This is an optimization exercise on Yosys and OpenROAD, whose aim is small area and a short achievable clock period, not a production implementation.
In this exercise RTL edits were held to simulation tests only and were not proved equivalent to the original.

==> flow/design.v, too long to show whole: its modules and the start of the top module <==
// module full_adder: 10 lines
// module final_adder: 244 lines
// module fp32_unpacker: 20 lines
// module fp32_aligner: 18 lines
// module wallace_tree_8_inputs: 507 lines
// module fp32_normalizer_rounder: 471 lines
// module fp32_packer: 14 lines
// module fp32_adder_tree_8_inputs: 851 lines
module fp32_adder_tree_8_inputs (
    input wire clk,
    input wire rst_n,
    input wire [127:0] dvr_fp32addtree8to1_s0,
    input wire [127:0] dvr_fp32addtree8to1_s1,
    input wire [2:0] cru_fp32addtree8to1,
    output wire [127:0] dr_fp32addtree8to1_d
);
  // ...
==> flow/flow/run.sh <==
#!/bin/bash
# Layout flow: ORFS, with two changes to its synthesis script and a setup
# margin for timing repair.
#  - synthesis: Yosys's generic synth step runs without its quick ABC pass, so
#    the full adders written in the RTL reach extract_fa as written (no
#    inverters around them); the final ABC mapping uses flow/abc.script.
#  - layout: standard steps; repair_timing aims at SETUP_SLACK_MARGIN; the
#    port buffers are the platform's smallest buffer.
# Each tool's output goes to ORFS's own logs (orfs/logs/...); make's output to flow.log.
set -euo pipefail
HERE=$(pwd)
FL=$HERE/flow
source $FL/params.sh
sed -e 's#^source \$::env(SCRIPTS_DIR)/synth_preamble.tcl#&\nset abc_args [lreplace $abc_args 1 1 '"$FL"'/abc.script]#' \
    -e 's#synth -top \$::env(DESIGN_NAME) -run fine: {\*}\$synth_full_args#& -noabc#' \
    $FLOW_HOME/scripts/synth.tcl > $HERE/my_synth.tcl
grep -q -- '-noabc' $HERE/my_synth.tcl
grep -q 'abc.script\]' $HERE/my_synth.tcl
sed -e "s#source \$::env(SCRIPTS_DIR)/synth.tcl#source $HERE/my_synth.tcl#" synth_recipe.tcl > my_synth_recipe.tcl
grep -q my_synth.tcl my_synth_recipe.tcl
sed -e "s#SYNTH_SCRIPT=[^ ]*#SYNTH_SCRIPT=$HERE/my_synth_recipe.tcl#" standard.sh > my_standard.sh
grep -q my_synth_recipe.tcl my_standard.sh
export SETUP_SLACK_MARGIN=$MARGIN
# every port still gets a buffer, the smallest one
export BUFFER_PORTS_ARGS="${PORTBUF:--buffer_cell sky130_fd_sc_hd__buf_1}"
bash my_standard.sh finish > flow.log 2>&1
==> flow/flow/abc.script <==
strash
dch
map -B 0.9
topo
mfs
strash
dch
map -B 0.9
topo
stime -c
buffer -c
upsize -c
dnsize -c
==> flow/flow/params.sh <==
MARGIN=42

==> flow/standard.sh <==
#!/bin/bash
# synth_recipe.tcl (not shown) runs the flow's synth.tcl, then flattens the netlist and writes it again
# the make line also repeats each setting of config.mk as NAME=value (left out here)
make -C /OpenROAD-flow-scripts/flow DESIGN_CONFIG=/design/flow/config.mk WORK_HOME=/design/flow/orfs CLKGATE_MAP_FILE= SYNTH_SCRIPT=/design/flow/synth_recipe.tcl "${@:-finish}"
==> flow/config.mk <==
export PLATFORM = sky130hd
export DESIGN_NAME = fp32_adder_tree_8_inputs
export DESIGN_NICKNAME = fp32_adder_tree_8_inputs
export VERILOG_FILES = /design/flow/design.v
export SDC_FILE = /design/flow/constraint.sdc
export NUM_CORES = 8
export LEC_CHECK = 0
export ABC_AREA = 1
export CAP_MARGIN = 20
export CORE_MARGIN = 2
export CORE_UTILIZATION = 40
export SLEW_MARGIN = 20
==> flow/constraint.sdc <==
create_clock -name core_clock -period 64.0 [get_ports {clk}]
set_input_delay 12.8000 -clock core_clock [delete_from_list [all_inputs] [get_ports {clk}]]
set_output_delay 12.8000 -clock core_clock [all_outputs]
set_load 0.01 [all_outputs]
==> run notes, run 1 <==
run status timing/DRC/antenna clean; top cells by area, synth nand2_1 20%, fa_1 14%, o21ai_0 11%; Levels on crit path 47; routability congestion estimate from global placement 1.009; First DRT Iteration DRCs 3180; Routed Wire Length 138100 um; Commonest cells post-synth 1705 x nand2_1, 690 x o21ai_0, 575 x inv_1, 497 x nor2_1, 344 x nand3_1; adder-cell share of the synthesized area 19.35%; CP max FO 23; fraction of area in multi-input gates 77.89%; CP Class in2reg; yosys warns 1; vias per inst 5.501; Syn Area/Cell 5.855 um^2; Clock buffer cells 9; Slew Limit Fails 0; Seq. cell area 0.001727 mm^2; Critical Path End row_a_q[18]$_DFF_P_; mux share of post-synthesis cell area 2.517%; Inserted Diodes 5; Synth top area share 19.63%; FFs w/ async S/R, synth 1.163%; Design Area, Final 0.03581 mm^2; first-pass GRT wire length 203100 um; buffering overhead 5.912%; clock buffer depth 2; DRT Pass-1 Iters 6; WL/cell 20.12 um; flip-flop and latch count after synthesis 86; largest cell class by area multi-input gates; Synth area leader nand2_1; CP top delay family adder cells; Reg clk slew, reported paths 80 ps; Non-clk bufs 470
==> inputs of run 2 (changes only) <==
==> flow/flow/abc.script (replaced) <==
strash
dch
map -B 0.9
topo
mfs
strash
dc2
dch
map -B 0.9
topo
stime -c
buffer -c
upsize -c
dnsize -c
==> run notes, run 2 <==
run status timing/DRC/antenna clean (unchanged); Synth top area share 17.03% (was 19.63%); max FFs per register 36 (unchanged); largest family of logic cells by synthesized area simple AND/OR/NAND/NOR gates (unchanged); Core ar. 0.07747 mm^2 (was 0.08068 mm^2); XOR/XNOR Fraction of Synth Area 9.233% (was 7.978%); yosys warns 1 (unchanged); top cells by area, synth nand2_1 17%, fa_1 15%, o21ai_0 11% (was nand2_1 20%, fa_1 14%, o21ai_0 11%); CP Launch Type primary input (unchanged); final-stage net count 6129 (was 6419); clock buffer depth 2 (unchanged); Vias 35867 (was 37751); initial antenna violation count 2 (was 18); post-route ant nets 0 (unchanged); CTS Hold Bufs 0 (unchanged); Achievable Freq 45.93 MHz (was 46.39 MHz); CTS tree built (unchanged); H-tree Lvls 3 (unchanged); Placed Area 0.03346 mm^2 (was 0.03457 mm^2); most numerous cell in the Yosys netlist nand2_1 (unchanged); simple-gate share of the synthesized area 32.53% (was 37.45%); Top FF cell, synth dfxtp_1 (unchanged); CP Capture Type flop (unchanged); First DRT Iteration DRCs 3102 (was 3180); FFs w/ async S/R, synth 1.163% (unchanged); CP max stage cell fa_2 (was fa_1); routability congestion estimate from global placement 1.015 (was 1.009); DRT Pass-1 Iters 6 (unchanged); Synth Net Count 5728 (was 6195); mux share of post-synthesis cell area 3.673% (was 2.517%); CTS Buf Count 9 (unchanged); critical path required time 64240 ps (was 64250 ps); TNS Setup 0 ps (unchanged); Max-Cap Viols 0 (unchanged); starting density of the core 40.46% (was 40.41%); Seq/Total Area, Yosys 5.509% (was 5.296%); Synth Instances 5102 (was 5569); Synth area leader nand2_1 (unchanged); Tightest Pin Transition 1182 ps (was 1101 ps); Boundary Pins 389 (unchanged); post-synthesis cell area 0.03134 mm^2 (was 0.03261 mm^2); post-synthesis compound-gate area fraction 18.33% (was 16.48%); IO Port Bufs 388 (unchanged); CP max FO 15 (was 23); Commonest cells post-synth 1422 x nand2_1, 704 x o21ai_0, 564 x inv_1, 365 x nor2_1, 299 x xor2_1 (was 1705 x nand2_1, 690 x o21ai_0, 575 x inv_1, 497 x nor2_1, 344 x nand3_1); max incr delay on CP 620 ps (was 550 ps); GRT Overall Usage 30.47% (was 31.42%); Syn Area/Cell 6.143 um^2 (was 5.855 um^2); Max-Slew Margin vs Limit 20.50% (was 25.92%); Remaining DRCs 0 (unchanged); Regs by FF count row_a_q x36, row_b_q x35, emax_q x8 (unchanged); Tcrit/Tclk final 34.02% (was 33.68%); Slew Limit Fails 0 (unchanged); CP dominant cell by count nand3_1; Inserted Diodes 0 (was 5); Netlist cell types 68 (was 64); CP Class in2reg (unchanged); GRT overflow 0 (unchanged); die footprint 0.08061 mm^2 (was 0.08381 mm^2); flip-flop and latch count after synthesis 86 (unchanged); commonest non-fill, non-tap cells in the layout 1411 x nand2_1, 609 x o21ai_0, 501 x inv_1 (was 1694 x nand2_1, 630 x o21ai_0, 567 x inv_1); hold crit path type in2async (unchanged); Hold Fails Final Rpt 0 (unchanged); clock sink count 86 (unchanged); Post-synth EDFFs 0 (unchanged); Design Area, Final 0.03713 mm^2 (was 0.03581 mm^2); CP top delay family adder cells (unchanged); Die Wd 283.9 um (was 289.5 um); WP data arrival 22010 ps (was 21800 ps); CTS root buf clkbuf_16 (unchanged); Buf+Inv Stages, Crit Path 9 (was 7); Area growth syn-to-layout 18.47% (was 9.824%); Biggest register row_a_q (unchanged); RSZ-0062 raised after global routing true (unchanged); pin count of the biggest net entering global routing 41 (unchanged); share of layout cells above drive strength 1 14.31% (was 6.175%); vias per inst 5.478 (was 5.501); adder-cell share of the synthesized area 20.13% (was 19.35%); Die H 283.9 um (was 289.5 um); Reg clk slew, reported paths 80 ps (about the same); DP HPWL 109100 um (was 117400 um); Tmin final 21770 ps (was 21560 ps); commonest non-fill, non-tap cell in the layout nand2_1 (unchanged); vias in the first global route 32143 (was 34356); Setup violations, final 0 (unchanged); Routed Wire Length 132600 um (was 138100 um); first-pass GRT wire length 191800 um (was 203100 um); WL/cell 20.25 um (was 20.12 um); Rows 102 (was 104)
-- run 2: worst paths after layout --
path                                            start  slack, ps  depth (start not counted)                 end
max                        dvr_fp32addtree8to1_s1[12]      42230                         53  row_a_q[1]$_DFF_P_
min                                             rst_n      12170                          1   valid_q$_DFF_PN0_
max in group asynchronous                       rst_n      51740                          1   valid_q$_DFF_PN0_
min in group core_clock        cru_fp32addtree8to1[2]      12510                          1   valid_q$_DFF_PN0_
-- run 2: area by class of cell --
cell class              count  area (um^2)
fillers                  8276        40330
multi-input cells        4171        27810
repair buffers            613         3441
inverters                 608         2411
flip-flops and latches     86         1727
well taps                1040         1301
clock buffers               9        225.2
clock inverters             7        128.9
repair inverters           14        87.58
-- run 2: what timing repair did --
action / in CTS / in global routing
pin swaps: 22 / 113
setup buffers: 24 / 146
gates resized for setup: 138 / 460
endpoints found under the setup margin: 100 / 192
cloned: 10 / 25
-- run 2: cells by family (layout without fill, tap and decap cells) --
group / count (synthesis) / count (layout)
AOI/OAI and AO/OA: 1027 / 1031
adders and majority gates: 365 / 365
muxes: 115 / 115
DFF: 86 / 86
xor gates and xnor gates: 328 / 328
and+or+nand+nor: 2322 / 2332
buffers and inverters: 859 / 1251
-- run 2: per-stage QoR --
step                util, %  worst slack, ps  hold slack [ps]  std cells
global placement      43.18            39110            12560       6326
global route          47.93            41770            12170       6548
finish                47.93            42230            12170       6548
floorplan                 -            42010            12500       5102
detailed placement    43.19            39220            12560       6326
CTS                   44.48            41980            12150       6376
-- run 2: metal layers --
metal,vias up,GRT usage (%),wire length (um)
li1,17471,-,-
met3,258,2.444,7598
met5,-,0,11
met4,2,13.19,6737
met2,1431,51.66,61910
met1,16705,39.59,56370
==> inputs of run 3 (changes only) <==
==> flow/flow/abc.script (replaced) <==
strash
dch
map -B 0.9
sweep
mfs
strash
dch
map -B 0.9
topo
stime -c
buffer -c
upsize -c
dnsize -c
==> run notes, run 3 <==
run status timing/DRC/antenna clean (unchanged); Area growth syn-to-layout 9.413% (was 18.47%); Min Hold Slack 12180 ps (was 12170 ps); share of layout cells above drive strength 1 5.762% (was 14.31%); Synth Instances 5625 (was 5102); Die H 290.2 um (was 283.9 um); TNS Setup 0 ps (unchanged); post-synthesis cell area 0.03277 mm^2 (was 0.03134 mm^2); Synth area leader nand2_1 (unchanged); DRT Pass-1 Iters 6 (unchanged); Syn Area/Cell 5.825 um^2 (was 6.143 um^2); Commonest cells post-synth 1755 x nand2_1, 675 x o21ai_0, 618 x inv_1, 481 x nor2_1, 322 x nand3_1 (was 1422 x nand2_1, 704 x o21ai_0, 564 x inv_1, 365 x nor2_1, 299 x xor2_1); IO Port Bufs 388 (unchanged); GRT Overall Usage 30.47% (about the same); CTS tree built (unchanged); Setup violations, final 0 (unchanged); Max-Cap Viols 0 (unchanged); flip-flop and latch count after synthesis 86 (unchanged); first-pass GRT wire length 202000 um (was 191800 um); critical path required time 64260 ps (was 64240 ps); CP dominant cell by count nand2_1 (was nand3_1); initial antenna violation count 9 (was 2); CP max stage cell fa_2 (unchanged); pin count of the biggest net entering global routing 40 (was 41); vias per inst 5.411 (was 5.478); DP HPWL 113600 um (was 109100 um); Rows 104 (was 102); max FFs per register 36 (unchanged); RSZ-0062 raised after global routing true (unchanged); Hold Fails Final Rpt 0 (unchanged); Tmin final 21610 ps (was 21770 ps); commonest non-fill, non-tap cells in the layout 1746 x nand2_1, 629 x o21ai_0, 608 x inv_1 (was 1411 x nand2_1, 609 x o21ai_0, 501 x inv_1); Post-synth EDFFs 0 (unchanged); Achievable Freq 46.27 MHz (was 45.93 MHz); CP max FO 13 (was 15); clock buffer depth 2 (unchanged); CP Launch Type primary input (unchanged); FFs w/ async S/R, synth 1.163% (unchanged); Top FF cell, synth dfxtp_1 (unchanged); WL/cell 19.28 um (was 20.25 um); Tightest Pin Transition 1113 ps (was 1182 ps); Reg clk slew, reported paths 70 ps (was 80 ps); CTS Buf Count 9 (unchanged); clock sink count 86 (unchanged); CP Class in2reg (unchanged); routability congestion estimate from global placement 1.030 (was 1.015); First DRT Iteration DRCs 3615 (was 3102); Seq/Total Area, Yosys 5.270% (was 5.509%); starting density of the core 40.55% (was 40.46%); Vias 37398 (was 35867); Core ar. 0.08081 mm^2 (was 0.07747 mm^2); CP Capture Type flop (unchanged); commonest non-fill, non-tap cell in the layout nand2_1 (unchanged); hold crit path type in2async (unchanged); fill cell count 8938 (was 8276); vias in the first global route 34485 (was 32143); Slew Limit Fails 0 (unchanged); top cells by area, synth nand2_1 20%, fa_1 14%, o21ai_0 10% (was nand2_1 17%, fa_1 15%, o21ai_0 11%); CTS root buf clkbuf_16 (unchanged); Max-Slew Margin vs Limit 25.25% (was 20.50%); Regs by FF count row_a_q x36, row_b_q x35, emax_q x8 (unchanged); Tcrit/Tclk final 33.77% (was 34.02%); yosys warns 1 (unchanged); GRT overflow 0 (unchanged); Biggest register row_a_q (unchanged); WP data arrival 21870 ps (was 22010 ps); Synth Net Count 6251 (was 5728); H-tree Lvls 3 (unchanged); max incr delay on CP 770 ps (was 620 ps); post-route ant nets 0 (unchanged); Netlist cell types 65 (was 68); Remaining DRCs 0 (unchanged); most numerous cell in the Yosys netlist nand2_1 (unchanged); Boundary Pins 389 (unchanged); die footprint 0.08422 mm^2 (was 0.08061 mm^2); Synth top area share 20.11% (was 17.03%); Routed Wire Length 133300 um (was 132600 um); Die Wd 290.2 um (was 283.9 um); CTS Hold Bufs 0 (unchanged); final-stage net count 6470 (was 6129)
-- run 3: changes by cell type after synthesis, moves of 24 or more --
| cell | delta |
|---|---|
| mux2i_1 | -47 |
| nor3_1 | +24 |
| inv_1 | +54 |
| a21oi_1 | +25 |
| nand3_1 | +136 |
| nand3_2 | +29 |
| nor2_1 | +116 |
| o21ai_0 | -29 |
| nand2_1 | +333 |
-- run 3: cell type report --
cell class	instances	area, um^2	share of cell area, %
multi-input cells	4623	27920	77.89
inverters	659	2524	7.040
repair buffers	459	2011	5.609
flip-flops and latches	86	1727	4.816
well taps	1060	1326	3.700
clock buffers	9	225.2	0.6282
clock inverters	7	73.82	0.2059
repair inverters	6	35.03	0.09772
diodes	2	5.005	0.01396
-- run 3: metal layers --
layer	global-route usage (%)	wire length (um)
met4	12.86	6649
met3	2.631	8066
met2	50.77	60900
met5	0	67
met1	40.40	57590
-- run 3: critical path: cells and delay by family --
| kind | cells | cell delay (ps) |
|---|---|---|
| xor+xnor | 1 | 180 |
| compound gates | 11 | 2490 |
| fa+ha+maj | 7 | 3170 |
| simple gates | 18 | 2280 |
| buf+inv | 5 | 930 |
-- run 3: kinds of logic (layout without fill, tap and decap cells) --
logic type	count (synthesis)	count (layout)	share of synthesized area (%)
AND/OR/NAND/NOR	2907	2910	37.95
AO/OA/AOI/OAI	975	975	16.32
buffers and inverters	919	1140	10.97
adder cells (fa/ha/maj)	367	367	19.31
XOR/XNOR	303	303	8.099
flip-flops	86	86	5.270
multiplexers	68	68	2.077
other	0	2	0
-- run 3: worst max path at each step --
stage / from / endpoint / slack (ps)
final: dvr_fp32addtree8to1_s1[126] / row_a_q[1]$_DFF_P_ / 42390
after global routing: dvr_fp32addtree8to1_s1[126] / row_a_q[17]$_DFF_P_ / 41920
after CTS: dvr_fp32addtree8to1_s1[120] / row_a_q[15]$_DFF_P_ / 42040
after detailed placement: dvr_fp32addtree8to1_s1[120] / row_a_q[1]$_DFF_P_ / 39010
after global placement: dvr_fp32addtree8to1_s1[9] / row_a_q[1]$_DFF_P_ / 39150
after floorplan: dvr_fp32addtree8to1_s1[9] / row_a_q[5]$_DFF_P_ / 42810
-- run 3: through the flow --
step	cells	worst slack [ps]	instance area [um^2]	util [%]
floorplan	5625	42810	32770	-
global placement	6856	39150	34810	43.08
finish	6911	42390	35850	44.36
CTS	6879	42040	35340	43.73
global route	6911	41920	35850	44.36
detailed placement	6856	39010	34810	43.08
-- run 3: what timing repair did --
| action | CTS | global route |
|---|---|---|
| cloned | 1 | 9 |
| pin swaps | 5 | 15 |
| gates resized for setup | 75 | 100 |
| setup endpoints to repair | 68 | 83 |
| buffers inserted | 6 | 21 |
==> inputs of run 4 (changes only) <==
==> flow/flow/abc.script (replaced) <==
strash
dch
map -B 0.9
topo
mfs
strash
dch
map -B 0.9
topo
mfs
strash
dch
map -B 0.9
topo
stime -c
upsize -c
dnsize -c
==> run notes, run 4 <==
max incr delay on CP 710 ps (was 770 ps); post-route ant nets 0 (unchanged); post-route insts no fill 6762 (was 6911); First DRT Iteration DRCs 3126 (was 3615); vias per inst 5.514 (was 5.411); max FFs per register 36 (unchanged); Max-Slew Margin vs Limit 28.64% (was 25.25%); WL/cell 20.28 um (was 19.28 um); FFs w/ async S/R, synth 1.163% (unchanged); CTS tree built (unchanged); Placed Area 0.03422 mm^2 (was 0.03481 mm^2); Biggest register row_a_q (unchanged); commonest non-fill, non-tap cell in the layout nand2_1 (unchanged); Setup violations, final 0 (unchanged); Rows 102 (was 104); run status timing/DRC/antenna clean (unchanged); Min Hold Slack 12160 ps (was 12180 ps); Commonest cells post-synth 1642 x nand2_1, 698 x o21ai_0, 584 x clkinv_1, 469 x nor2_1, 368 x nand3_1 (was 1755 x nand2_1, 675 x o21ai_0, 618 x inv_1, 481 x nor2_1, 322 x nand3_1); critical path required time 64260 ps (about the same); placed insts 6707 (was 6856); hold crit path type in2async (unchanged); share of layout cells above drive strength 1 4.966% (was 5.762%); Netlist cell types 57 (was 65); Vias 37285 (was 37398); post-synthesis cell area 0.03104 mm^2 (was 0.03277 mm^2); Syn Area/Cell 5.937 um^2 (was 5.825 um^2); Synth Instances 5228 (was 5625); CP Launch Type primary input (unchanged); post-synthesis compound-gate area fraction 17.81% (was 16.32%); routability congestion estimate from global placement 1.027 (was 1.030); Hold Fails Final Rpt 0 (unchanged); largest family of logic cells by synthesized area simple AND/OR/NAND/NOR gates (unchanged); commonest non-fill, non-tap cells in the layout 1630 x nand2_1, 668 x o21ai_0, 545 x clkinv_1 (was 1746 x nand2_1, 629 x o21ai_0, 608 x inv_1); CP Capture Type flop (unchanged); starting density of the core 40.26% (was 40.55%); vias in the first global route 34271 (was 34485); GRT Overall Usage 33.30% (was 30.47%); CP max stage cell o21ai_0 (was fa_2); CP Class in2reg (unchanged); Synth top area share 19.86% (was 20.11%); WP data arrival 21820 ps (was 21870 ps); die footprint 0.07984 mm^2 (was 0.08422 mm^2); yosys warns 1 (unchanged); Post-synth EDFFs 0 (unchanged); CP dominant cell by count fa_1 (was nand2_1); Regs by FF count row_a_q x36, row_b_q x35, emax_q x8 (unchanged); Design Area, Final 0.03529 mm^2 (was 0.03585 mm^2); first-pass GRT wire length 203100 um (was 202000 um); DP HPWL 117700 um (was 113600 um); Core ar. 0.07708 mm^2 (was 0.08081 mm^2); Reg clk slew, reported paths 90 ps (was 70 ps); TNS Setup 0 ps (unchanged); CTS Hold Bufs 0 (unchanged); Top FF cell, synth dfxtp_1 (unchanged); initial antenna violation count 11 (was 9); adder-cell share of the synthesized area 20.33% (was 19.31%); Achievable Freq 46.38 MHz (was 46.27 MHz); Remaining DRCs 0 (unchanged); CTS Buf Count 9 (unchanged); top cells by area, synth nand2_1 20%, fa_1 15%, o21ai_0 11% (was nand2_1 20%, fa_1 14%, o21ai_0 10%); Die H 282.6 um (was 290.2 um); pin count of the biggest net entering global routing 46 (was 40); CTS root buf clkbuf_16 (unchanged); Max-Cap Viols 0 (unchanged); CP max FO 26 (was 13); XOR/XNOR Fraction of Synth Area 8.409% (was 8.099%); IO Port Bufs 388 (unchanged); Die Wd 282.6 um (was 290.2 um); Synth area leader nand2_1 (unchanged); Slew Limit Fails 0 (unchanged); flip-flop and latch count after synthesis 86 (unchanged); Boundary Pins 389 (unchanged); clock sink count 86 (unchanged); RSZ-0062 raised after global routing false (was true); most numerous cell in the Yosys netlist nand2_1 (unchanged); Area growth syn-to-layout 13.71% (was 9.413%); DRT Pass-1 Iters 6 (unchanged); clock buffer depth 2 (unchanged); Seq/Total Area, Yosys 5.563% (was 5.270%); simple-gate share of the synthesized area 37.59% (was 37.95%); Tightest Pin Transition 1064 ps (was 1113 ps); Routed Wire Length 137200 um (was 133300 um); H-tree Lvls 3 (unchanged); GRT overflow 0 (unchanged); final-stage net count 6340 (was 6470); mux share of post-synthesis cell area 2.677% (was 2.077%); Tcrit/Tclk final 33.69% (was 33.77%); fill cell count 8657 (was 8938); Tmin final 21560 ps (was 21610 ps); Synth Net Count 5854 (was 6251)
## run 4: cell types whose count changed after synthesis, moves of 23 or more
cell and change:
clkbuf_1 -203, clkinv_1 +571, inv_1 -588, nand2_1 -113, nand3_1 +46, nand3_2 -27
o21ai_0 +23
## run 4: worst paths after layout
| kind | start | endpoint | slack, ps |
|---|---|---|---|
| max | dvr_fp32addtree8to1_s1[109] | row_a_q[13]$_DFF_P_ | 42440 |
| max in group asynchronous | rst_n | valid_q$_DFF_PN0_ | 51740 |
| min | rst_n | valid_q$_DFF_PN0_ | 12160 |
| min in group core_clock | cru_fp32addtree8to1[1] | seg_q[1]$_DFF_P_ | 12510 |
## run 4: timing repair
action | 4_1_cts | 5_1_grt
pin swaps | 7 | 15
gates resized for setup | 88 | 92
endpoints found under the setup margin | 68 | 80
buffers inserted | 14 | 18
cloned | 1 | 3
## run 4: critical path: cells and delay by family
family / cells / cell delay [ps]
buffers and inverters: 5 / 1290
adder cells (fa/ha/maj): 7 / 3140
AND/OR/NAND/NOR: 12 / 1710
AO/OA/AOI/OAI: 11 / 2520
XOR/XNOR: 2 / 360
## run 4: layer usage
| layer | vias up | track usage [%] | share of wire, % |
|---|---|---|---|
| li1 | 18357 | - | - |
| met1 | 17254 | 42.56 | 42 |
| met2 | 1395 | 56.69 | 47 |
| met3 | 267 | 4.411 | 6.6 |
| met4 | 12 | 12.98 | 4.3 |
| met5 | - | 0 | 0.060 |
## run 4: layout make-up
| class | instances | area (um^2) | area share [%] |
|---|---|---|---|
| timing repair inverter | 1 | 5.005 | 0.01418 |
| inverter | 630 | 2469 | 6.995 |
| tap | 1040 | 1301 | 3.687 |
| antenna | 3 | 7.507 | 0.02127 |
| sequential | 86 | 1727 | 4.892 |
| clock buffer | 9 | 225.2 | 0.6381 |
| multi-input combinational | 4515 | 27350 | 77.50 |
| clock inverter | 7 | 75.07 | 0.2127 |
| timing repair buffer | 471 | 2131 | 6.037 |
## run 4: logic make-up (layout without fill, tap and decap cells)
logic type | Yosys count | count (layout)
other | 0 | 3
DFF | 86 | 86
muxes | 83 | 83
AOI/OAI and AO/OA | 1001 | 1002
adders and majority gates | 365 | 365
and+or+nand+nor | 2765 | 2767
buffers and inverters | 630 | 1118
xor gates and xnor gates | 298 | 298
## run 4: metrics by stage
step / setup WS, ps / utilization, %
4_1_cts: 42000 / 45.20
2_1_floorplan: 42030 / -
6_report: 42440 / 45.78
3_5_place_dp: 39330 / 44.40
5_1_grt: 41970 / 45.77
3_3_place_gp: 39330 / 44.40
==> inputs of run 5 (changes only) <==
==> flow/flow/abc.script (replaced) <==
strash
dch
map -B 0.9
topo
mfs
strash
dch
map -B 0.9
topo
mfs
strash
dch
map -B 0.9
topo
stime -c
==> run notes, run 5 <==
vias per inst 5.508 (was 5.514); Achievable Freq 46.25 MHz (was 46.38 MHz); CP max stage cell fa_1 (was o21ai_0); Final Core Density 46.34% (was 45.78%); CP max FO 12 (was 26); Netlist cell types 46 (was 57); first-pass GRT wire length 202900 um (was 203100 um); Seq/Total Area, Yosys 5.592% (was 5.563%); DRT Pass-1 Iters 6 (unchanged); run status timing/DRC/antenna clean (unchanged); WP data arrival 21930 ps (was 21820 ps); met1 usage 41.75% (was 42.56%); FFs w/ async S/R, synth 1.163% (unchanged); Post-synth EDFFs 0 (unchanged); top cells by area, synth nand2_1 20%, fa_1 15%, o21ai_0 11% (unchanged); Synth area leader nand2_1 (unchanged); Die H 281.8 um (was 282.6 um); worst setup path startpoint dvr_fp32addtree8to1_s1[107] (was dvr_fp32addtree8to1_s1[109]); Die Wd 281.8 um (was 282.6 um); flip-flop and latch count after synthesis 86 (unchanged); Synth Instances 5228 (unchanged); Syn Area/Cell 5.906 um^2 (was 5.937 um^2); max incr delay on CP 590 ps (was 710 ps); die footprint 0.07943 mm^2 (was 0.07984 mm^2); critical path required time 64310 ps (was 64260 ps); Top FF cell, synth dfxtp_1 (unchanged); Tcrit/Tclk final 33.78% (was 33.69%); Area growth syn-to-layout 14.37% (was 13.71%); fill cell count 8554 (was 8657); Core ar. 0.07620 mm^2 (was 0.07708 mm^2); Tightest Pin Transition 1072 ps (was 1064 ps); met3 GRT Util 4.176% (was 4.411%); Routed Wire Length 137400 um (was 137200 um); CP Launch Type primary input (unchanged); IO Port Bufs 388 (unchanged); Min Hold Slack 12180 ps (was 12160 ps); post-synthesis cell area 0.03088 mm^2 (was 0.03104 mm^2); Boundary Pins 389 (unchanged); commonest non-fill, non-tap cell in the layout nand2_1 (unchanged); share of layout cells above drive strength 1 5.265% (was 4.966%); initial antenna violation count 8 (was 11); Biggest register row_a_q (unchanged); hold crit path type in2async (unchanged); Synth top area share 20.07% (was 19.86%); H-tree Lvls 3 (unchanged); max FFs per register 36 (unchanged); Setup violations, final 0 (unchanged); First DRT Iteration DRCs 2938 (was 3126); starting density of the core 40.52% (was 40.26%); Rows 101 (was 102); Synth Net Count 5854 (unchanged); Tmin final 21620 ps (was 21560 ps); routability congestion estimate from global placement 1.083 (was 1.027); CTS Buf Count 9 (unchanged); GRT Overall Usage 33.33% (was 33.30%); most numerous cell in the Yosys netlist nand2_1 (unchanged); commonest non-fill, non-tap cells in the layout 1634 x nand2_1, 669 x o21ai_0, 589 x clkinv_1 (was 1630 x nand2_1, 668 x o21ai_0, 545 x clkinv_1); Max-Slew Margin vs Limit 27.97% (was 28.64%); post-route ant nets 0 (unchanged); Commonest cells post-synth 1651 x nand2_1, 700 x o21ai_0, 630 x clkinv_1, 479 x nor2_1, 374 x nand3_1 (was 1642 x nand2_1, 698 x o21ai_0, 584 x clkinv_1, 469 x nor2_1, 368 x nand3_1); pin count of the biggest net entering global routing 46 (unchanged); Slew Limit Fails 0 (unchanged); CTS Hold Bufs 0 (unchanged); TNS Setup 0 ps (unchanged); Regs by FF count row_a_q x36, row_b_q x35, emax_q x8 (unchanged); CP Capture Type flop (unchanged); CTS root buf clkbuf_16 (unchanged); clock sink count 86 (unchanged); final-stage net count 6357 (was 6340); yosys warns 1 (unchanged); Vias 37284 (was 37285); Reg clk slew, reported paths 70 ps (was 90 ps); Remaining DRCs 0 (unchanged); Seq. cell area 0.001727 mm^2 (unchanged); RSZ-0062 raised after global routing true (was false); Hold Fails Final Rpt 0 (unchanged); Max-Cap Viols 0 (unchanged); DP HPWL 117100 um (was 117700 um); WL/cell 20.31 um (was 20.28 um); CTS tree built (unchanged); multi-input logic area 0.02727 mm^2 (was 0.02735 mm^2); met2 usage in global routing 56.50% (was 56.69%); GRT overflow 0 (unchanged); vias in the first global route 34533 (was 34271); Top Usage Layer GRT met2 (unchanged); CP dominant cell by count nand2_1 (was fa_1); CP Class in2reg (unchanged); clock buffer depth 2 (unchanged)
-- run 5: changes by cell type after synthesis, moves of 6 or more --
cell      delta
a22o_1       -9
a22o_2       +9
and3_1       -7
and3_2       +7
clkinv_1    +46
inv_1       -30
inv_2       -16
nand2_1      +9
nand3_1      +6
nor2_1      +10
-- run 5: what timing repair did --
action,4_1_cts,5_1_grt
buffers inserted,10,28
resized for setup,79,120
endpoints found under the setup margin,192,192
cloned,1,9
pin swaps,4,26
-- run 5: area by class of cell --
cell class,instances,share of cell area (%)
repair inverters,6,0.08503
diodes,3,0.02126
multi-input cells,4513,77.22
well taps,1030,3.649
clock buffers,9,0.6377
flip-flops and latches,86,4.889
inverters,630,6.962
repair buffers,485,6.324
clock inverters,7,0.2090
-- run 5: worst max path at each step --
stage                     endpoint  slack (ps)  cells after the start
2_1_floorplan   row_a_q[2]$_DFF_P_       42030                     43
3_3_place_gp    row_a_q[4]$_DFF_P_       39760                     46
3_5_place_dp    row_a_q[4]$_DFF_P_       39650                     42
4_1_cts         row_a_q[1]$_DFF_P_       41970                     47
5_1_grt        row_a_q[16]$_DFF_P_       41790                     47
6_report       row_a_q[16]$_DFF_P_       42380                     46
-- run 5: stage by stage --
| step | instances | worst slack [ps] | cell area [um^2] |
|---|---|---|---|
| floorplan | 5228 | 42030 | 30910 |
| global placement | 6701 | 39760 | 34080 |
| detailed placement | 6701 | 39650 | 34090 |
| CTS | 6728 | 41970 | 34650 |
| global route | 6766 | 41790 | 35310 |
| finish | 6769 | 42380 | 35320 |
-- run 5: critical path: cells and delay by family --
family,cells,cell delay (ps)
xor gates and xnor gates,1,280
AOI/OAI and AO/OA,11,2060
buffers and inverters,7,1150
adders and majority gates,7,3210
and+or+nand+nor,20,2390
-- run 5: cell families after synthesis --
group,after synthesis,share of synthesized area (%)
buffers and inverters,630,7.658
adder cells (fa/ha/maj),365,20.43
multiplexers,83,2.691
flip-flops,86,5.592
XOR/XNOR,298,8.453
AO/OA/AOI/OAI,1001,17.92
AND/OR/NAND/NOR,2765,37.26
-- run 5: layer usage --
layer  wire length, um  vias to the layer above  share of wire, %
li1                  -                    18402                 -
met3              9013                      293               6.6
met4              7516                        6               5.5
met5                38                        -             0.028
met2             64510                     1410                47
met1             56380                    17173                41
==> inputs of run 6 (changes only) <==
==> flow/flow/params.sh (replaced) <==
MARGIN=43

==> run notes, run 6 <==
Die Wd 281.8 um (unchanged); CTS tree built (unchanged); post-route ant nets 0 (unchanged); hold crit path type in2async (unchanged); IO Port Bufs 388 (unchanged); Synth top area share 20.07% (unchanged); Synth area leader nand2_1 (unchanged); Biggest register row_a_q (unchanged); clock sink count 86 (unchanged); Remaining DRCs 0 (unchanged); Min Hold Slack 12190 ps (was 12180 ps); CP Capture Type flop (unchanged); commonest non-fill, non-tap cell in the layout nand2_1 (unchanged); CP max FO 8 (was 12); starting density of the core 40.52% (unchanged); WL/cell 20.11 um (was 20.31 um); Reg clk slew, reported paths 70 ps (about the same); CP dominant cell by count nand2_8 (was nand2_1); worst setup path startpoint dvr_fp32addtree8to1_s1[105] (was dvr_fp32addtree8to1_s1[107]); Seq. cell area 0.001727 mm^2 (unchanged); critical path required time 64240 ps (was 64310 ps); RSZ-0062 raised after global routing true (unchanged); Die H 281.8 um (unchanged); Syn Area/Cell 5.906 um^2 (unchanged); Netlist cell types 46 (unchanged); Max-Slew Margin vs Limit 17.70% (was 27.97%); CP max stage cell fa_2 (was fa_1); Routed Wire Length 138200 um (was 137400 um); clock buffer depth 2 (unchanged); H-tree Lvls 3 (unchanged); max FFs per register 36 (unchanged); vias in the first global route 34657 (was 34533); vias per inst 5.535 (was 5.508); run status timing/DRC/antenna clean (unchanged); Boundary Pins 389 (unchanged); commonest non-fill, non-tap cells in the layout 1581 x nand2_1, 634 x o21ai_0, 559 x clkinv_1 (was 1634 x nand2_1, 669 x o21ai_0, 589 x clkinv_1); share of layout cells above drive strength 1 12.85% (was 5.265%); yosys warns 1 (unchanged); Synth Net Count 5854 (unchanged); routability congestion estimate from global placement 1.015 (was 1.083); Area growth syn-to-layout 23.94% (was 14.37%); DP HPWL 113600 um (was 117100 um); Tcrit/Tclk final 32.86% (was 33.78%); multi-input logic area 0.02912 mm^2 (was 0.02727 mm^2); WP data arrival 21270 ps (was 21930 ps); Vias 38053 (was 37284); CP top delay family adder cells (unchanged); Seq/Total Area, Yosys 5.592% (unchanged); Max-Cap Viols 0 (unchanged); Synth Instances 5228 (unchanged); Critical Path End row_a_q[7]$_DFF_P_ (was row_a_q[16]$_DFF_P_); final-stage net count 6465 (was 6357); TNS Setup 0 ps (unchanged); most numerous cell in the Yosys netlist nand2_1 (unchanged); GRT overflow 0 (unchanged); First DRT Iteration DRCs 3405 (was 2938); post-synthesis cell area 0.03088 mm^2 (unchanged); Hold Fails Final Rpt 0 (unchanged); Post-synth EDFFs 0 (unchanged); FFs w/ async S/R, synth 1.163% (unchanged); DRT Pass-1 Iters 6 (unchanged); Levels on crit path 48 (was 46); pin count of the biggest net entering global routing 46 (unchanged); flip-flop and latch count after synthesis 86 (unchanged); Core ar. 0.07620 mm^2 (unchanged); Tightest Pin Transition 1234 ps (was 1072 ps); CP Launch Type primary input (unchanged); Buf+Inv Stages, Crit Path 10 (was 7); die footprint 0.07943 mm^2 (unchanged); Slew Limit Fails 0 (unchanged); first-pass GRT wire length 202000 um (was 202900 um); CTS Hold Bufs 0 (unchanged); Tmin final 21030 ps (was 21620 ps); fill cell count 8268 (was 8554); CP Class in2reg (unchanged); Rows 101 (unchanged); max incr delay on CP 660 ps (was 590 ps); top cells by area, synth nand2_1 20%, fa_1 15%, o21ai_0 11% (unchanged); Achievable Freq 47.55 MHz (was 46.25 MHz); GRT Overall Usage 32.89% (was 33.33%); Top FF cell, synth dfxtp_1 (unchanged); Commonest cells post-synth 1651 x nand2_1, 700 x o21ai_0, 630 x clkinv_1, 479 x nor2_1, 374 x nand3_1 (unchanged); Setup violations, final 0 (unchanged); Regs by FF count row_a_q x36, row_b_q x35, emax_q x8 (unchanged); CTS Buf Count 9 (unchanged); CTS root buf clkbuf_16 (unchanged); initial antenna violation count 15 (was 8)
run 6: cell counts after synthesis:
Identical to the previous run, type by type.
run 6: how the worst min path moves through the flow:
| stage | cells past startpoint | start | endpoint |
|---|---|---|---|
| after floorplan | 0 | rst_n | valid_q$_DFF_PN0_ |
| after CTS | 1 | rst_n | valid_q$_DFF_PN0_ |
| after global routing | 1 | rst_n | valid_q$_DFF_PN0_ |
| after detailed placement | 1 | rst_n | valid_q$_DFF_PN0_ |
| after global placement | 1 | rst_n | valid_q$_DFF_PN0_ |
| final | 1 | rst_n | valid_q$_DFF_PN0_ |
run 6: repair_timing:
action,in CTS,in global routing
gates resized for setup,236,471
pin swaps,65,187
cloned,11,6
hold endpoints to repair,0,0
endpoints found under the setup margin,192,192
setup buffers,66,81
run 6: layer usage:
metal	up-vias	global-route usage (%)	part of all wire, %
li1	18617	-	-
met1	17511	42.38	41
met2	1561	55.37	46
met3	352	2.909	6.5
met4	12	15.64	6.1
met5	-	0	0.055
run 6: metrics by stage:
step | area, um^2 | std cells | setup slack [ps] | utilization, %
2_1_floorplan | 31060 | 5228 | 42990 | -
3_3_place_gp | 34170 | 6693 | 40360 | 44.84
3_5_place_dp | 34170 | 6693 | 40300 | 44.84
4_1_cts | 35750 | 6786 | 42990 | 46.91
5_1_grt | 38270 | 6875 | 42670 | 50.22
6_report | 38270 | 6875 | 42970 | 50.22
run 6: final cells by class:
| class | instances | area share [%] |
|---|---|---|
| diodes | 1 | 0.006539 |
| inverters | 630 | 6.581 |
| clock buffers | 9 | 0.5885 |
| clock inverters | 7 | 0.1962 |
| flip-flops and latches | 86 | 4.512 |
| repair inverters | 1 | 0.01962 |
| multi-input cells | 4528 | 76.08 |
| repair buffers | 583 | 8.644 |
| well taps | 1030 | 3.367 |
run 6: logic make-up (layout without fill, tap and decap cells):
| kind of cell | after synthesis | after routing | share of synthesized area [%] |
|---|---|---|---|
| flip-flops | 86 | 86 | 5.592 |
| XOR/XNOR | 298 | 300 | 8.453 |
| multiplexers | 83 | 83 | 2.691 |
| other | 0 | 1 | 0 |
| buffers and inverters | 630 | 1230 | 7.658 |
| AO/OA/AOI/OAI | 1001 | 1001 | 17.92 |
| adder cells (fa/ha/maj) | 365 | 365 | 20.43 |
| AND/OR/NAND/NOR | 2765 | 2779 | 37.26 |
==> inputs of run 7 (changes only) <==
==> flow/flow/abc.script (replaced) <==
strash
dch
map -B 0.9
topo
mfs
strash
dch
map -B 0.9
topo
mfs
strash
dch
map -B 0.9
topo
mfs
strash
dch
map -B 0.9
topo
stime -c
==> flow/flow/params.sh (replaced) <==
MARGIN=42.5

==> run notes, run 7 <==
CP Launch Type primary input (unchanged); Synth top area share 22.00% (was 20.07%); routability congestion estimate from global placement 1.072 (was 1.015); final-stage net count 6417 (was 6465); Synth Net Count 5901 (was 5854); hold crit path type in2async (unchanged); First DRT Iteration DRCs 3000 (was 3405); Tmin final 21150 ps (was 21030 ps); Hold Fails Final Rpt 0 (unchanged); Die H 281.9 um (was 281.8 um); Netlist cell types 44 (was 46); CP Capture Type flop (unchanged); Vias 37470 (was 38053); CTS Buf Count 9 (unchanged); Syn Area/Cell 5.858 um^2 (was 5.906 um^2); max FFs per register 36 (unchanged); H-tree Lvls 3 (unchanged); pin count of the biggest net entering global routing 45 (was 46); WL/cell 19.83 um (was 20.11 um); IO Port Bufs 388 (unchanged); top cells by area, synth nand2_1 22%, fa_1 15%, o21ai_0 11% (was nand2_1 20%, fa_1 15%, o21ai_0 11%); Max-Cap Viols 0 (unchanged); Core ar. 0.07620 mm^2 (unchanged); Max-Slew Margin vs Limit 26.45% (was 17.70%); CTS Hold Bufs 0 (unchanged); Slew Limit Fails 0 (unchanged); CTS tree built (unchanged); yosys warns 1 (unchanged); commonest non-fill, non-tap cells in the layout 1773 x nand2_1, 612 x o21ai_0, 553 x clkinv_1 (was 1581 x nand2_1, 634 x o21ai_0, 559 x clkinv_1); Placed Area 0.03415 mm^2 (was 0.03417 mm^2); most numerous cell in the Yosys netlist nand2_1 (unchanged); Top FF cell, synth dfxtp_1 (unchanged); Routed Wire Length 135400 um (was 138200 um); Biggest register row_a_q (unchanged); Final Core Density 47.22% (was 50.22%); run status timing/DRC/antenna clean (unchanged); clock sink count 86 (unchanged); clock buffer depth 2 (unchanged); TNS Setup 0 ps (unchanged); vias in the first global route 34386 (was 34657); vias per inst 5.489 (was 5.535); Die Wd 281.9 um (was 281.8 um); multi-input logic area 0.02785 mm^2 (was 0.02912 mm^2); Achievable Freq 47.28 MHz (was 47.55 MHz); Design Area, Final 0.03598 mm^2 (was 0.03827 mm^2); DP HPWL 114800 um (was 113600 um); Commonest cells post-synth 1811 x nand2_1, 652 x o21ai_0, 609 x clkinv_1, 460 x nor2_1, 373 x nand3_1 (was 1651 x nand2_1, 700 x o21ai_0, 630 x clkinv_1, 479 x nor2_1, 374 x nand3_1); share of layout cells above drive strength 1 7.126% (was 12.85%); Remaining DRCs 0 (unchanged); Synth area leader nand2_1 (unchanged); flip-flop and latch count after synthesis 86 (unchanged); fill cell count 8475 (was 8268); CP max FO 12 (was 8); GRT overflow 0 (unchanged); Seq. cell area 0.001727 mm^2 (unchanged); first-pass GRT wire length 200800 um (was 202000 um); Synth Instances 5275 (was 5228); Min Hold Slack 12160 ps (was 12190 ps); Tightest Pin Transition 1093 ps (was 1234 ps); starting density of the core 40.55% (was 40.52%); Rows 101 (unchanged); Reg clk slew, reported paths 90 ps (was 70 ps); Setup violations, final 0 (unchanged); Seq/Total Area, Yosys 5.588% (was 5.592%); CP Class in2reg (unchanged); CP dominant cell by count nand2_1 (was nand2_8); critical path required time 64250 ps (was 64240 ps); CTS root buf clkbuf_16 (unchanged); Boundary Pins 389 (unchanged); post-synthesis cell area 0.03090 mm^2 (was 0.03088 mm^2); Post-synth EDFFs 0 (unchanged); Area growth syn-to-layout 16.44% (was 23.94%); RSZ-0062 raised after global routing true (unchanged); Regs by FF count row_a_q x36, row_b_q x35, emax_q x8 (unchanged); CP max stage cell fa_2 (unchanged); GRT Overall Usage 32.73% (was 32.89%); post-route ant nets 0 (unchanged); commonest non-fill, non-tap cell in the layout nand2_1 (unchanged); Tcrit/Tclk final 33.05% (was 32.86%); DRT Pass-1 Iters 6 (unchanged); max incr delay on CP 550 ps (was 660 ps); WP data arrival 21400 ps (was 21270 ps); die footprint 0.07949 mm^2 (was 0.07943 mm^2); FFs w/ async S/R, synth 1.163% (unchanged); initial antenna violation count 7 (was 15)
==> run 7: cell types whose count changed in the layout (fill, tap and decap cells not counted), moves of 16 or more <==
cell,before,now
nand2_1,1581,1773
buf_4,159,89
xor2_1,228,280
fa_1,164,211
fa_2,68,21
xor2_2,50,4
o21ai_0,634,612
buf_6,30,11
nor2_4,34,18
==> run 7: worst max-delay path: cells and delay by family <==
kind,cells,cell delay [ps]
and+or+nand+nor,21,2440
xor gates and xnor gates,1,300
AOI/OAI and AO/OA,13,2030
adders and majority gates,7,3050
buffers and inverters,6,770
==> run 7: logic make-up after synthesis <==
family                   after synthesis  synth area share (%)
multiplexers                          75                 2.429
adder cells (fa/ha/maj)              365                 20.42
AND/OR/NAND/NOR                     2887                 38.48
XOR/XNOR                             301                 8.531
AO/OA/AOI/OAI                        952                 17.16
buffers and inverters                609                 7.398
flip-flops                            86                 5.588
==> run 7: per-stage QoR <==
step | worst slack, ps | std cells
after global routing | 42340 | 6827
final | 42850 | 6827
after floorplan | 42540 | 5275
after detailed placement | 39720 | 6744
after global placement | 39760 | 6744
after CTS | 42490 | 6785
==> run 7: per-layer routing <==
| layer | vias to the layer above | wire (um) | track usage, % |
|---|---|---|---|
| li1 | 18503 | - | - |
| met1 | 17275 | 57330 | 42.30 |
| met2 | 1390 | 63470 | 55.45 |
| met3 | 296 | 7830 | 2.784 |
| met4 | 6 | 6716 | 14.65 |
| met5 | - | 43 | 0 |
==> run 7: what timing repair did <==
action	CTS	global route
resized for setup	143	198
endpoints found under the setup margin	192	192
pin swaps	18	65
setup buffers	19	35
gates cloned	6	6
==> run 7: layout make-up <==
cell class / count / area share [%]
antenna: 1 / 0.006955
clock buffer: 9 / 0.6260
clock inverter: 7 / 0.1913
inverter: 609 / 6.739
multi-input combinational: 4591 / 77.40
sequential: 86 / 4.799
tap: 1030 / 3.582
timing repair buffer: 494 / 6.659
==> run 7: how the worst max path moves through the flow <==
stage	startpoint	endpoint	slack [ps]
after floorplan	dvr_fp32addtree8to1_s1[78]	row_a_q[12]$_DFF_P_	42540
after global placement	dvr_fp32addtree8to1_s1[11]	row_a_q[2]$_DFF_P_	39760
after detailed placement	dvr_fp32addtree8to1_s1[11]	row_a_q[1]$_DFF_P_	39720
after CTS	dvr_fp32addtree8to1_s1[73]	row_a_q[2]$_DFF_P_	42490
after global routing	dvr_fp32addtree8to1_s1[57]	row_a_q[2]$_DFF_P_	42340
final	dvr_fp32addtree8to1_s1[57]	row_a_q[8]$_DFF_P_	42850
==> inputs of run 8 (changes only) <==
==> flow/flow/abc.script (replaced) <==
strash
dch
map -B 0.9
topo
mfs
strash
dch
map -B 0.9
topo
mfs
strash
dch
map -B 0.9
topo
stime -c
==> run notes, run 8 <==
run status timing/DRC/antenna clean (unchanged); Tightest Pin Transition 1113 ps (was 1093 ps); Max-Slew Margin vs Limit 25.23% (was 26.45%); DP Worst Slack 39840 ps (was 39720 ps); clock buffer depth 2 (unchanged); CTS Buf Count 9 (unchanged); clock sink count 86 (unchanged); CTS Hold Bufs 0 (unchanged); Boundary Pins 389 (unchanged); Synth top area share 20.07% (was 22.00%); Post-synth EDFFs 0 (unchanged); adder-cell share of the synthesized area 20.43% (was 20.42%); Remaining DRCs 0 (unchanged); Achievable Freq 47.31 MHz (was 47.28 MHz); GRT Overall Usage 32.68% (was 32.73%); yosys warns 1 (unchanged); met2 usage in global routing 54.89% (was 55.45%); TNS Setup 0 ps (unchanged); CP max stage cell fa_1 (was fa_2); Commonest cells post-synth 1651 x nand2_1, 700 x o21ai_0, 630 x clkinv_1, 479 x nor2_1, 374 x nand3_1 (was 1811 x nand2_1, 652 x o21ai_0, 609 x clkinv_1, 460 x nor2_1, 373 x nand3_1); die footprint 0.07943 mm^2 (was 0.07949 mm^2); initial antenna violation count 14 (was 7); Synth Instances 5228 (was 5275); most numerous cell in the Yosys netlist nand2_1 (unchanged); Tcrit/Tclk final 33.02% (was 33.05%); CP Capture Type flop (unchanged); Reg clk slew, reported paths 80 ps (was 90 ps); Routed Wire Length 134400 um (was 135400 um); Area growth syn-to-layout 16.36% (was 16.44%); Design Area, Final 0.03593 mm^2 (was 0.03598 mm^2); mux share of post-synthesis cell area 2.691% (was 2.429%); FFs w/ async S/R, synth 1.163% (unchanged); Synth area leader nand2_1 (unchanged); Vias 37297 (was 37470); max FFs per register 36 (unchanged); XOR/XNOR Fraction of Synth Area 8.453% (was 8.531%); worst setup path startpoint dvr_fp32addtree8to1_s1[106] (was dvr_fp32addtree8to1_s1[57]); vias per inst 5.495 (was 5.489); placed insts 6693 (was 6744); GRT overflow 0 (unchanged); Netlist cell types 46 (was 44); first-pass GRT wire length 199900 um (was 200800 um); H-tree Lvls 3 (unchanged); Biggest register row_a_q (unchanged); critical path required time 64250 ps (about the same); Placed Area 0.03409 mm^2 (was 0.03415 mm^2); flip-flop and latch count after synthesis 86 (unchanged); Syn Area/Cell 5.906 um^2 (was 5.858 um^2); Critical Path End row_a_q[11]$_DFF_P_ (was row_a_q[8]$_DFF_P_); Slew Limit Fails 0 (unchanged); WP data arrival 21390 ps (was 21400 ps); CP max FO 11 (was 12); Tmin final 21140 ps (was 21150 ps); CP dominant cell by count fa_1 (was nand2_1); hold crit path type in2async (unchanged); CP Launch Type primary input (unchanged); Hold Fails Final Rpt 0 (unchanged); Synth Net Count 5854 (was 5901); Setup violations, final 0 (unchanged); post-route insts no fill 6787 (was 6827); Regs by FF count row_a_q x36, row_b_q x35, emax_q x8 (unchanged); simple-gate share of the synthesized area 37.26% (was 38.48%); met1 usage 42.11% (was 42.30%); Setup WS post-layout 42860 ps (was 42850 ps); DP HPWL 113800 um (was 114800 um); Top Usage Layer GRT met2 (unchanged); max incr delay on CP 600 ps (was 550 ps); largest family of logic cells by synthesized area simple AND/OR/NAND/NOR gates (unchanged); final-stage net count 6374 (was 6417); routability congestion estimate from global placement 1.045 (was 1.072); Top FF cell, synth dfxtp_1 (unchanged); Core ar. 0.07620 mm^2 (unchanged); post-route ant nets 0 (unchanged); CTS root buf clkbuf_16 (unchanged); RSZ-0062 raised after global routing true (unchanged); share of layout cells above drive strength 1 7.075% (was 7.126%); First DRT Iteration DRCs 3183 (was 3000); post-synthesis cell area 0.03088 mm^2 (was 0.03090 mm^2); post-synthesis compound-gate area fraction 17.92% (was 17.16%); Die H 281.8 um (was 281.9 um); vias in the first global route 34064 (was 34386); commonest non-fill, non-tap cells in the layout 1617 x nand2_1, 657 x o21ai_0, 579 x clkinv_1 (was 1773 x nand2_1, 612 x o21ai_0, 553 x clkinv_1); commonest non-fill, non-tap cell in the layout nand2_1 (unchanged); pin count of the biggest net entering global routing 46 (was 45); CTS tree built (unchanged); Die Wd 281.8 um (was 281.9 um); Rows 101 (unchanged); DRT Pass-1 Iters 6 (unchanged); WL/cell 19.80 um (was 19.83 um); IO Port Bufs 388 (unchanged); met3 GRT Util 3.265% (was 2.784%); Seq/Total Area, Yosys 5.592% (was 5.588%); CP Class in2reg (unchanged); Max-Cap Viols 0 (unchanged); top cells by area, synth nand2_1 20%, fa_1 15%, o21ai_0 11% (was nand2_1 22%, fa_1 15%, o21ai_0 11%); starting density of the core 40.52% (was 40.55%)
==> run 8: changes by cell type in the layout (fill, tap and decap cells not counted), moves of 13 or more <==
cell,previous run,this run
clkinv_1,553,579
nor3_1,58,44
nor2_1,428,450
o21ai_0,612,657
clkinv_2,6,19
buf_4,89,103
clkbuf_2,26,10
nand2_1,1773,1617
==> run 8: how the worst min path moves through the flow <==
stage / endpoint / slack [ps] / cells past startpoint / start
floorplan: valid_q$_DFF_PN0_ / 12500 / 0 / rst_n
CTS: valid_q$_DFF_PN0_ / 12170 / 1 / rst_n
detailed placement: valid_q$_DFF_PN0_ / 12570 / 1 / rst_n
finish: valid_q$_DFF_PN0_ / 12170 / 1 / rst_n
global route: valid_q$_DFF_PN0_ / 12170 / 1 / rst_n
global placement: valid_q$_DFF_PN0_ / 12560 / 1 / rst_n
==> run 8: cell type report <==
class / instances / area (um^2)
Antenna cell: 4 / 10.01
Clock buffer: 9 / 225.2
Clock inverter: 7 / 73.82
Fill cell: 8396 / 40270
Inverter: 630 / 2467
Multi-Input combinational cell: 4523 / 27790
Sequential cell: 86 / 1727
Tap cell: 1030 / 1289
Timing Repair Buffer: 498 / 2351
==> run 8: logic make-up (layout without fill, tap and decap cells) <==
kind of cell	Yosys count	count (layout)
other	0	4
multiplexers	83	83
flip-flops	86	86
AND/OR/NAND/NOR	2765	2775
XOR/XNOR	298	298
buffers and inverters	630	1144
adder cells (fa/ha/maj)	365	365
AO/OA/AOI/OAI	1001	1002
==> run 8: per-stage QoR <==
stage | util [%] | hold WS [ps]
3_3_place_gp | 44.74 | 12560
5_1_grt | 47.15 | 12170
4_1_cts | 46.21 | 12170
3_5_place_dp | 44.74 | 12570
6_report | 47.15 | 12170
2_1_floorplan | - | 12500
==> run 8: routing by layer <==
metal / vias to the layer above / part of all wire [%]
li1: 18450 / -
met1: 17222 / 42
met2: 1374 / 47
met3: 243 / 6.0
met4: 8 / 5.2
met5: - / 0.041
==> run 8: repair_timing <==
action	in CTS	in global routing
setup buffers	40	23
setup endpoints to repair	192	192
gates cloned	8	3
pin swaps	26	57
gates resized for setup	154	155
==> run 8: worst max-delay path: cells and delay by family <==
family	cells	cell delay, ps
compound gates	15	2390
buf+inv	5	750
xor+xnor	1	290
fa+ha+maj	7	3090
simple gates	16	2040
==> inputs of run 9 (changes only) <==
==> flow/flow/abc.script (replaced) <==
strash
dch
map -B 0.9
topo
mfs
strash
dch
map -B 0.9
topo
mfs
strash
dch
map -B 0.9
topo
stime -c
upsize -c
dnsize -c
==> run notes, run 9 <==
GRT Overall Usage 33.65% (was 32.68%); flip-flop and latch count after synthesis 86 (unchanged); RSZ-0062 raised after global routing true (unchanged); pin count of the biggest net entering global routing 46 (unchanged); vias in the first global route 34294 (was 34064); Post-synth EDFFs 0 (unchanged); most numerous cell in the Yosys netlist nand2_1 (unchanged); Hold Fails Final Rpt 0 (unchanged); Syn Area/Cell 5.937 um^2 (was 5.906 um^2); first-pass GRT wire length 205300 um (was 199900 um); max incr delay on CP 560 ps (was 600 ps); CTS tree built (unchanged); Tmin final 21110 ps (was 21140 ps); top cells by area, synth nand2_1 20%, fa_1 15%, o21ai_0 11% (unchanged); die footprint 0.07984 mm^2 (was 0.07943 mm^2); clock buffer depth 2 (unchanged); Tightest Pin Transition 1116 ps (was 1113 ps); share of layout cells above drive strength 1 7.391% (was 7.075%); Max-Cap Viols 0 (unchanged); vias per inst 5.510 (was 5.495); Netlist cell types 57 (was 46); DP HPWL 116900 um (was 113800 um); max FFs per register 36 (unchanged); CP Launch Type primary input (unchanged); CP max stage cell fa_1 (unchanged); Regs by FF count row_a_q x36, row_b_q x35, emax_q x8 (unchanged); commonest non-fill, non-tap cells in the layout 1615 x nand2_1, 654 x o21ai_0, 534 x clkinv_1 (was 1617 x nand2_1, 657 x o21ai_0, 579 x clkinv_1); WL/cell 20.56 um (was 19.80 um); Commonest cells post-synth 1642 x nand2_1, 698 x o21ai_0, 584 x clkinv_1, 469 x nor2_1, 368 x nand3_1 (was 1651 x nand2_1, 700 x o21ai_0, 630 x clkinv_1, 479 x nor2_1, 374 x nand3_1); Seq/Total Area, Yosys 5.563% (was 5.592%); DRT Pass-1 Iters 7 (was 6); CTS Buf Count 9 (unchanged); Reg clk slew, reported paths 80 ps (about the same); Achievable Freq 47.36 MHz (was 47.31 MHz); CTS Hold Bufs 0 (unchanged); GRT overflow 0 (unchanged); Max-Slew Margin vs Limit 25.05% (was 25.23%); fill cell count 8580 (was 8396); First DRT Iteration DRCs 3453 (was 3183); Min Hold Slack 12180 ps (was 12170 ps); yosys warns 1 (unchanged); CP max FO 14 (was 11); clock sink count 86 (unchanged); post-route ant nets 0 (unchanged); run status timing/DRC/antenna clean (unchanged); Rows 102 (was 101); CP Class in2reg (unchanged); Remaining DRCs 0 (unchanged); Setup violations, final 0 (unchanged); starting density of the core 40.26% (was 40.52%); critical path required time 64260 ps (was 64250 ps); WP data arrival 21370 ps (was 21390 ps); Die Wd 282.6 um (was 281.8 um); Buf+Inv Stages, Crit Path 10 (was 5); CTS root buf clkbuf_16 (unchanged); Die H 282.6 um (was 281.8 um); Final Core Density 46.86% (was 47.15%); H-tree Lvls 3 (unchanged); Biggest register row_a_q (unchanged); Boundary Pins 389 (unchanged); Routed Wire Length 140000 um (was 134400 um); final-stage net count 6385 (was 6374); post-synthesis cell area 0.03104 mm^2 (was 0.03088 mm^2); Core ar. 0.07708 mm^2 (was 0.07620 mm^2); Vias 37501 (was 37297); initial antenna violation count 11 (was 14); CP Capture Type flop (unchanged); Synth area leader nand2_1 (unchanged); FFs w/ async S/R, synth 1.163% (unchanged); Synth Net Count 5854 (unchanged); routability congestion estimate from global placement 1.029 (was 1.045); Synth top area share 19.86% (was 20.07%); Top FF cell, synth dfxtp_1 (unchanged); Area growth syn-to-layout 16.39% (was 16.36%); hold crit path type in2async (unchanged); Synth Instances 5228 (unchanged); CP top delay family adder cells (unchanged); TNS Setup 0 ps (unchanged); Slew Limit Fails 0 (unchanged); Tcrit/Tclk final 32.99% (was 33.02%); IO Port Bufs 388 (unchanged); commonest non-fill, non-tap cell in the layout nand2_1 (unchanged)
run 9: cell count changes after synthesis, moves of 7 or more:
cell / previous run / this run
a22o_2: 9 / 0
and3_1: 0 / 7
a22o_1: 0 / 9
nand2_1: 1651 / 1642
inv_2: 0 / 16
and3_2: 7 / 0
clkinv_1: 630 / 584
nor2_1: 479 / 469
inv_1: 0 / 30
run 9: cell type report:
cell class	instances	area [um^2]	area share (%)
Antenna cell	2	5.005	0.01385
Clock buffer	9	225.2	0.6235
Clock inverter	7	78.83	0.2182
Inverter	630	2466	6.827
Multi-Input combinational cell	4526	27880	77.17
Sequential cell	86	1727	4.780
Tap cell	1040	1301	3.602
Timing Repair Buffer	505	2440	6.754
Timing Repair inverter	1	5.005	0.01385
run 9: path summary, 6_finish.rpt:
kind,from,endpoint,slack [ps],cells after the start
max,dvr_fp32addtree8to1_s1[43],row_a_q[10]$_DFF_P_,42890,51
min,rst_n,valid_q$_DFF_PN0_,12180,1
max in group asynchronous,rst_n,valid_q$_DFF_PN0_,51720,1
min in group core_clock,cru_fp32addtree8to1[1],seg_q[1]$_DFF_P_,12520,1
run 9: routing by layer:
metal | wire [um] | track usage (%)
met5 | 64 | 0
met4 | 6901 | 14.35
met3 | 8092 | 3.444
met2 | 66060 | 57.25
met1 | 58850 | 43.22
run 9: cell families after synthesis:
family / after synthesis / synth area share [%]
AOI/OAI and AO/OA: 1001 / 17.81
xor gates and xnor gates: 298 / 8.409
adders and majority gates: 365 / 20.33
buffers and inverters: 630 / 7.619
DFF: 86 / 5.563
muxes: 83 / 2.677
and+or+nand+nor: 2765 / 37.59
run 9: metrics by stage:
step	area (um^2)	cells	setup slack, ps
2_1_floorplan	31140	5228	42500
5_1_grt	36120	6804	42430
3_5_place_dp	34250	6702	39570
4_1_cts	35310	6765	42510
3_3_place_gp	34250	6702	39630
6_report	36120	6806	42890
run 9: repair_timing:
item | 4_1_cts | 5_1_grt
pin swaps | 22 | 63
resized for setup | 152 | 157
cloned | 7 | 9
setup endpoints to repair | 68 | 192
buffers inserted | 40 | 30

[static timing again, ports no longer ideal]
The flow's constraints put no driver on any port. The routed layouts listed below were extracted and timed again, unchanged, in two steps. Step 1 assumes that a clkbuf_16 drives the clock port and a buf_2 every other input. Step 2 also shifts input and output timing later by t, the mid clock arrival at the registers, as if the neighbouring blocks saw the same clock. Slacks: no drivers / after step 1 / after step 2; pairs: no drivers / after step 1.
run | t (ns) | setup slack, ns | hold slack, ns
run 1 | 0.416 | 42.443 / 42.463 / 42.047 | 12.179 / 12.158 / 12.574
run 2 | 0.417 | 42.230 / 42.247 / 41.830 | 12.166 / 12.152 / 12.569
run 3 | 0.421 | 42.388 / 42.390 / 41.969 | 12.179 / 12.162 / 12.583
run 4 | 0.430 | 42.440 / 42.463 / 42.033 | 12.162 / 12.127 / 12.557
run 5 | 0.421 | 42.379 / 42.382 / 41.961 | 12.178 / 12.150 / 12.571
run 6 | 0.407 | 42.969 / 42.955 / 42.548 | 12.187 / 12.166 / 12.573
run 7 | 0.421 | 42.849 / 42.878 / 42.457 | 12.164 / 12.142 / 12.564
run 8 | 0.416 | 42.865 / 42.876 / 42.460 | 12.174 / 12.149 / 12.565
run 9 | 0.433 | 42.886 / 42.911 / 42.477 | 12.179 / 12.149 / 12.583
After both steps every run listed still meets setup and hold. The setup slack of run 6, which loses most, moves by -0.014 ns with the drivers and by -0.421 ns with both steps.
